Background: an optimization exercise with open tools, aiming at small area. Do not read the settings as production practice. In this exercise RTL edits were held to simulation tests only and were not proved equivalent to the original. No activity file was given, so power comes from the tool's default toggle rates.

== the reference run ==
==> flow/design.v (excerpt) <==
module pwm_detect_rgb (
    input               clk,             
    input               reset,           
    input               pwm_r,           
    input               pwm_g,           
    input               pwm_b,           
    output [23:0]       high_count_r,
    output [23:0]       low_count_r,
    output [23:0]       high_count_g,
    output [23:0]       low_count_g,
    output [23:0]       high_count_b,
    output [23:0]       low_count_b
);
Size in the first run: roughly 750 cells after synthesis, roughly 150 I/O pins, roughly 9600 um^2 of cells after synthesis.
==> flow/config.mk <==
export PLATFORM = sky130hd
export DESIGN_NAME = pwm_detect_rgb
export DESIGN_NICKNAME = pwm_detect_rgb
export VERILOG_FILES = /design/flow/design.v
export SDC_FILE = /design/flow/constraint.sdc
export NUM_CORES = 4
export LEC_CHECK = 0
export CAP_MARGIN = 10
export CORE_MARGIN = 2
export CORE_UTILIZATION = 65
export SLEW_MARGIN = 10
==> flow/constraint.sdc <==
create_clock -name core_clock -period 5.0 [get_ports {clk}]
set_input_delay 1.0000 -clock core_clock [delete_from_list [all_inputs] [get_ports {clk}]]
set_output_delay 1.0000 -clock core_clock [all_outputs]
set_load 0.01 [all_outputs]
standard.sh (not shown) runs the stock make flow with config.mk's settings and CLKGATE_MAP_FILE= SYNTH_SCRIPT=/design/flow/synth_recipe.tcl, a recipe that flattens the netlist after the stock synthesis.
==> flow/flow/run.sh <==
#!/bin/bash
# The standard layout (standard.sh, unchanged synthesis), with two changes:
# the port buffers are buf_1 cells, and the clock tree is built from clkbuf_8
# cells driving clusters of up to 18 flip-flops, without dummy loads.
export BUFFER_PORTS_ARGS="-buffer_cell sky130_fd_sc_hd__buf_1"
export CTS_ARGS="-buf_list sky130_fd_sc_hd__clkbuf_8 -sink_clustering_enable -sink_clustering_size 18 -sink_clustering_max_diameter 70 -dont_use_dummy_load -repair_clock_nets"
bash standard.sh > standard.log 2>&1
The reference run has completed all stages; timing, DRC and antenna checks passed.
#### Input delta (the trial run over the reference run)
==> flow/flow/run.sh <==
#!/bin/bash
# The standard layout (standard.sh, unchanged synthesis), with two changes:
# the port buffers are buf_1 cells, and the clock tree is built from clkbuf_4
# cells driving clusters of up to 11 flip-flops, without dummy loads.
export BUFFER_PORTS_ARGS="-buffer_cell sky130_fd_sc_hd__buf_1"
export CTS_ARGS="-buf_list sky130_fd_sc_hd__clkbuf_4 -sink_clustering_enable -sink_clustering_size 11 -sink_clustering_max_diameter 50 -dont_use_dummy_load -repair_clock_nets"
bash standard.sh > standard.log 2>&1
--- a/flow/config.mk
+++ b/flow/config.mk
@@ -10 +10 @@
-export CORE_UTILIZATION = 65
+export CORE_UTILIZATION = 72
Between the trial run and the reference run, it is the trial run whose core utilization is higher, by 6.8 points. Final critical delay including setup and external delays (the trial run over the reference run): increase, 0.071 ns. The trial run against the reference run: routed wire length saw an increase, die height saw a decrease, area added between synthesis and finish down 1.0 points, floorplan die area lower. Switching component of the power in the trial run vs the reference run: up 11 uW.


## P
The RTL this note starts from:
==> flow/design.v <==
module pwm_detector #(
	parameter integer 	CLK_FREQUENCY_HZ = 100000000,
	parameter integer 	CNT_WIDTH = 32)		 
	(
	input 					clk,
	input 			 		reset,			 
	input 					pwm_signal,
	output reg	[CNT_WIDTH-1:0]	high_count,
	output reg	[CNT_WIDTH-1:0]	low_count);
	reg			[CNT_WIDTH-1:0]	cnt;		 
	reg			[CNT_WIDTH-1:0]	hold_h;		 
	reg 					prev_pwm;
	wire rise    = ~prev_pwm &  pwm_signal;
	wire fall    =  prev_pwm & ~pwm_signal;
	wire [CNT_WIDTH:0] carry;
	assign carry[0] = 1'b1;
	genvar i;
	generate
		for (i = 0; i < CNT_WIDTH; i = i + 1) begin : g_carry
			assign carry[i+1] = carry[i] & cnt[i];
		end
	endgenerate
	wire timeout = ~prev_pwm & ~pwm_signal & carry[8] & (&cnt[19:8]) & ~|cnt[CNT_WIDTH-1:20];	 
	wire restart = reset | rise | fall;
	wire [CNT_WIDTH-1:0] cnt_inc = cnt ^ carry[CNT_WIDTH-1:0];
	wire [CNT_WIDTH-1:0] cnt_d = {cnt_inc[CNT_WIDTH-1:1] & {(CNT_WIDTH-1){~restart}},
	                              ~reset & (restart | cnt_inc[0])};
	wire h_load = ~reset & fall;
	wire h_keep = ~reset & ~fall;
	wire [CNT_WIDTH-1:0] hold_d = (cnt & {CNT_WIDTH{h_load}}) | (hold_h & {CNT_WIDTH{h_keep}});
	wire o_load = ~reset & rise;
	wire o_keep = ~reset & ~rise & ~timeout;
	wire [CNT_WIDTH-1:0] high_d = (hold_h & {CNT_WIDTH{o_load}}) | (high_count & {CNT_WIDTH{o_keep}});
	wire [CNT_WIDTH-1:0] low_d  = (cnt    & {CNT_WIDTH{o_load}}) | (low_count  & {CNT_WIDTH{o_keep}});
	always @(posedge clk) begin
		prev_pwm   <= ~reset & pwm_signal;
		cnt        <= cnt_d;
		hold_h     <= hold_d;
		high_count <= high_d;
		low_count  <= low_d;
	end
endmodule
module pwm_detect_rgb (
    input               clk,             
    input               reset,           
    input               pwm_r,           
    input               pwm_g,           
    input               pwm_b,           
    output [23:0]       high_count_r,
    output [23:0]       low_count_r,
    output [23:0]       high_count_g,
    output [23:0]       low_count_g,
    output [23:0]       high_count_b,
    output [23:0]       low_count_b
);
pwm_detector #(.CNT_WIDTH(24)) r_duty_cycle (
    .clk(clk),
    .reset(reset),
    .pwm_signal(pwm_r),
    .high_count(high_count_r),
    .low_count(low_count_r)
    );
pwm_detector #(.CNT_WIDTH(24)) g_duty_cycle (
    .clk(clk),
    .reset(reset),
    .pwm_signal(pwm_g),
    .high_count(high_count_g),
    .low_count(low_count_g)
    );
pwm_detector #(.CNT_WIDTH(24)) b_duty_cycle (
    .clk(clk),
    .reset(reset),
    .pwm_signal(pwm_b),
    .high_count(high_count_b),
    .low_count(low_count_b)
    );
endmodule
clock: 5.0 ns
lec_check: 0
cap_margin: 10
core_margin: 2
core_utilization: 72
slew_margin: 10
==> flow/flow/run.sh <==
#!/bin/bash
# The standard layout (standard.sh) with these changes:
#  - after the standard synthesis, flow/remap.py rewrites each running-timer
#    bit's half adder + and2 as and2 + nor2 + nor3 (same function, less area;
#    registers untouched), and the netlist is read into OpenROAD again;
#  - the port buffers are buf_1 cells;
#  - the clock tree is built from clkbuf_4 cells driving clusters of up to 11
#    flip-flops, without dummy loads.
# Each step's full output goes to a log file of its own in this folder.
set -euo pipefail
export BUFFER_PORTS_ARGS="-buffer_cell sky130_fd_sc_hd__buf_1"
export CTS_ARGS="-buf_list sky130_fd_sc_hd__clkbuf_4 -sink_clustering_enable -sink_clustering_size 11 -sink_clustering_max_diameter 50 -dont_use_dummy_load -repair_clock_nets"
R=orfs/results/sky130hd/pwm_detect_rgb/base
bash standard.sh synth > synth.log 2>&1
python3 flow/remap.py $R/1_2_yosys.v > remap.log 2>&1
rm -f $R/1_synth.odb $R/1_synth.sdc
bash standard.sh synth > synth_odb.log 2>&1
bash standard.sh > standard.log 2>&1
==> flow/flow/remap.py <==
#!/usr/bin/env python3
"""Remap the running timers' increment logic in the synthesized netlist.

Yosys maps each timer bit i (1..22) to a half adder (sum = cnt[i] ^ carry,
cout = cnt[i] & carry) and an and2 that clears the sum on a restart:
    d = sum & ~restart.
This rewrites each such pair as
    cout = and2(cnt[i], carry)
    t    = nor2(cnt[i], carry)
    d    = nor3(restart, cout, t)
which is the same function (cnt[i] ^ carry == (cnt[i] | carry) & ~cout) in
less area. restart is taken from the and2's other input through one inverter
per distinct net. Registers are not touched.

usage: remap.py NETLIST.v   (rewritten in place; a copy is kept as .orig)
"""
import re, sys, shutil

path = sys.argv[1]
src = open(path).read()
shutil.copy(path, path + '.orig')

inst_re = re.compile(r'^(\s*)(sky130_fd_sc_hd__\w+)\s+(\S+)\s*\((.*?)\);\n', re.S | re.M)
pin_re = re.compile(r'\.(\w+)\(\s*(.*?)\s*\)(?=\s*[,)]|\s*$)', re.S)

insts = []
for m in inst_re.finditer(src):
    pins = {p: n.strip() for p, n in pin_re.findall(m.group(4))}
    insts.append(dict(start=m.start(), end=m.end(), indent=m.group(1), cell=m.group(2),
                      name=m.group(3), pins=pins))

OUT = {'X', 'Y', 'Q', 'Q_N', 'SUM', 'COUT', 'HI', 'LO'}
loads = {}
for i in insts:
    for p, n in i['pins'].items():
        if p not in OUT:
            loads.setdefault(n, []).append((i, p))

# the module's output ports and assigns also count as loads
def extra_uses(net):
    body = inst_re.sub('', src)
    pat = re.escape(net)
    return len(re.findall(r'(?<![\w\\$.])' + pat + r'(?![\w\[])', body))

repl = {}          # start offset -> (end, new text)
inv_for = {}       # restart_n net -> inverted net
new_wires = []
count = 0
for h in insts:
    if h['cell'] != 'sky130_fd_sc_hd__ha_1':
        continue
    s = h['pins'].get('SUM'); c = h['pins'].get('COUT')
    a = h['pins'].get('A'); b = h['pins'].get('B')
    if not (s and c and a and b):
        continue
    ls = loads.get(s, [])
    if len(ls) != 1:
        continue
    g, gp = ls[0]
    if g['cell'] != 'sky130_fd_sc_hd__and2_1' or gp not in ('A', 'B'):
        continue
    if extra_uses(s) != 1:          # only its declaration may remain
        continue
    rn = g['pins']['B' if gp == 'A' else 'A']
    d = g['pins']['X']
    if rn not in inv_for:
        k = len(inv_for)
        inv_for[rn] = 'remap_restart_%d' % k
        new_wires.append(inv_for[rn])
    r = inv_for[rn]
    t = 'remap_t_%d' % count
    new_wires.append(t)
    ind = h['indent']
    repl[h['start']] = (h['end'],
        f"{ind}sky130_fd_sc_hd__and2_1 remap_c_{count} (\n{ind}  .A({a} ),\n{ind}  .B({b} ),\n{ind}  .X({c} )\n{ind});\n"
        f"{ind}sky130_fd_sc_hd__nor2_1 remap_n_{count} (\n{ind}  .A({a} ),\n{ind}  .B({b} ),\n{ind}  .Y({t})\n{ind});\n")
    repl[g['start']] = (g['end'],
        f"{ind}sky130_fd_sc_hd__nor3_1 remap_d_{count} (\n{ind}  .A({r}),\n{ind}  .B({c} ),\n{ind}  .C({t}),\n{ind}  .Y({d} )\n{ind});\n")
    count += 1

out = []
pos = 0
for st in sorted(repl):
    en, txt = repl[st]
    out.append(src[pos:st]); out.append(txt); pos = en
out.append(src[pos:])
res = ''.join(out)
k = 0
for rn, r in inv_for.items():
    res = res.replace('endmodule', f"  sky130_fd_sc_hd__inv_1 remap_i_{k} (\n    .A({rn} ),\n    .Y({r})\n  );\nendmodule", 1)
    k += 1
decl = ''.join(f"  wire {w};\n" for w in new_wires)
# declare the new wires right after the module header
mh = re.search(r'module\s+\w+\s*\(.*?\);\n', res, re.S)
res = res[:mh.end()] + decl + res[mh.end():]
open(path, 'w').write(res)
print(f"remapped {count} timer bits, {len(inv_for)} restart inverters")
What Q does differently from P at the input level:
--- a/flow/flow/remap.py
+++ b/flow/flow/remap.py
@@ -11,4 +11,4 @@
 which is the same function (cnt[i] ^ carry == (cnt[i] | carry) & ~cout) in
-less area. restart is taken from the and2's other input through one inverter
-per distinct net. Registers are not touched.
+less area. restart is taken from the and2's other input (looking through buffers)
+through one inverter per distinct net. Registers are not touched.
 
@@ -44,2 +44,9 @@
 
+BUFS = ('sky130_fd_sc_hd__buf_', 'sky130_fd_sc_hd__clkbuf_')
+driver = {}
+for i in insts:
+    for p, n in i['pins'].items():
+        if p in OUT:
+            driver[n] = i
+
 repl = {}          # start offset -> (end, new text)
@@ -64,2 +71,6 @@
     rn = g['pins']['B' if gp == 'A' else 'A']
+    # look through yosys/abc buffers to the net they copy, so that each
+    # restart gets one inverter
+    while rn in driver and driver[rn]['cell'].startswith(BUFS):
+        rn = driver[rn]['pins']['A']
     d = g['pins']['X']
Notes after the runs:
Result: PASS for each of P and Q. On power, Q tracks P almost exactly. Area after synthesis in Q vs P: down about 0.36%. Of P and Q, Q shows the lower data arrival time of the worst path, with P above it.

-- afterwards: timing with drivers on the ports --
No port has a modelled driver above. Below, the same layouts with a new extraction and two added sets of constraints.
Step 1 assumes that a clkbuf_16 drives the clock port and a buf_2 every other input.
Step 2 also shifts input and output timing later by t, the mid clock arrival at the registers, as if the neighbouring blocks saw the same clock.
Three values: ideal, step 1, step 2; two values: the first two.
run | shift t [ns] | slack for setup (ns) | worst hold slack (ns) | latest minus earliest clock arrival (ns) | slew at the worst register clock pin (ns)
the reference run | 0.523 | 0.253 / 0.253 / 0.253 | 0.475 / 0.475 / 0.475 | 0.059 / 0.060 | 0.11 / 0.11
the trial run | 0.682 | 0.183 / 0.183 / 0.183 | 0.460 / 0.460 / 0.460 | 0.045 / 0.044 | 0.12 / 0.12
P | 0.679 | 0.253 / 0.253 / 0.253 | 0.468 / 0.468 / 0.468 | 0.027 / 0.027 | 0.11 / 0.11
Q | 0.672 | 0.248 / 0.247 / 0.247 | 0.473 / 0.473 / 0.473 | 0.049 / 0.049 | 0.12 / 0.12
After both steps every run listed still meets setup and hold. For Q, which loses most, drivers alone change the setup slack by -0.001 ns; drivers and shift together by -0.001 ns.
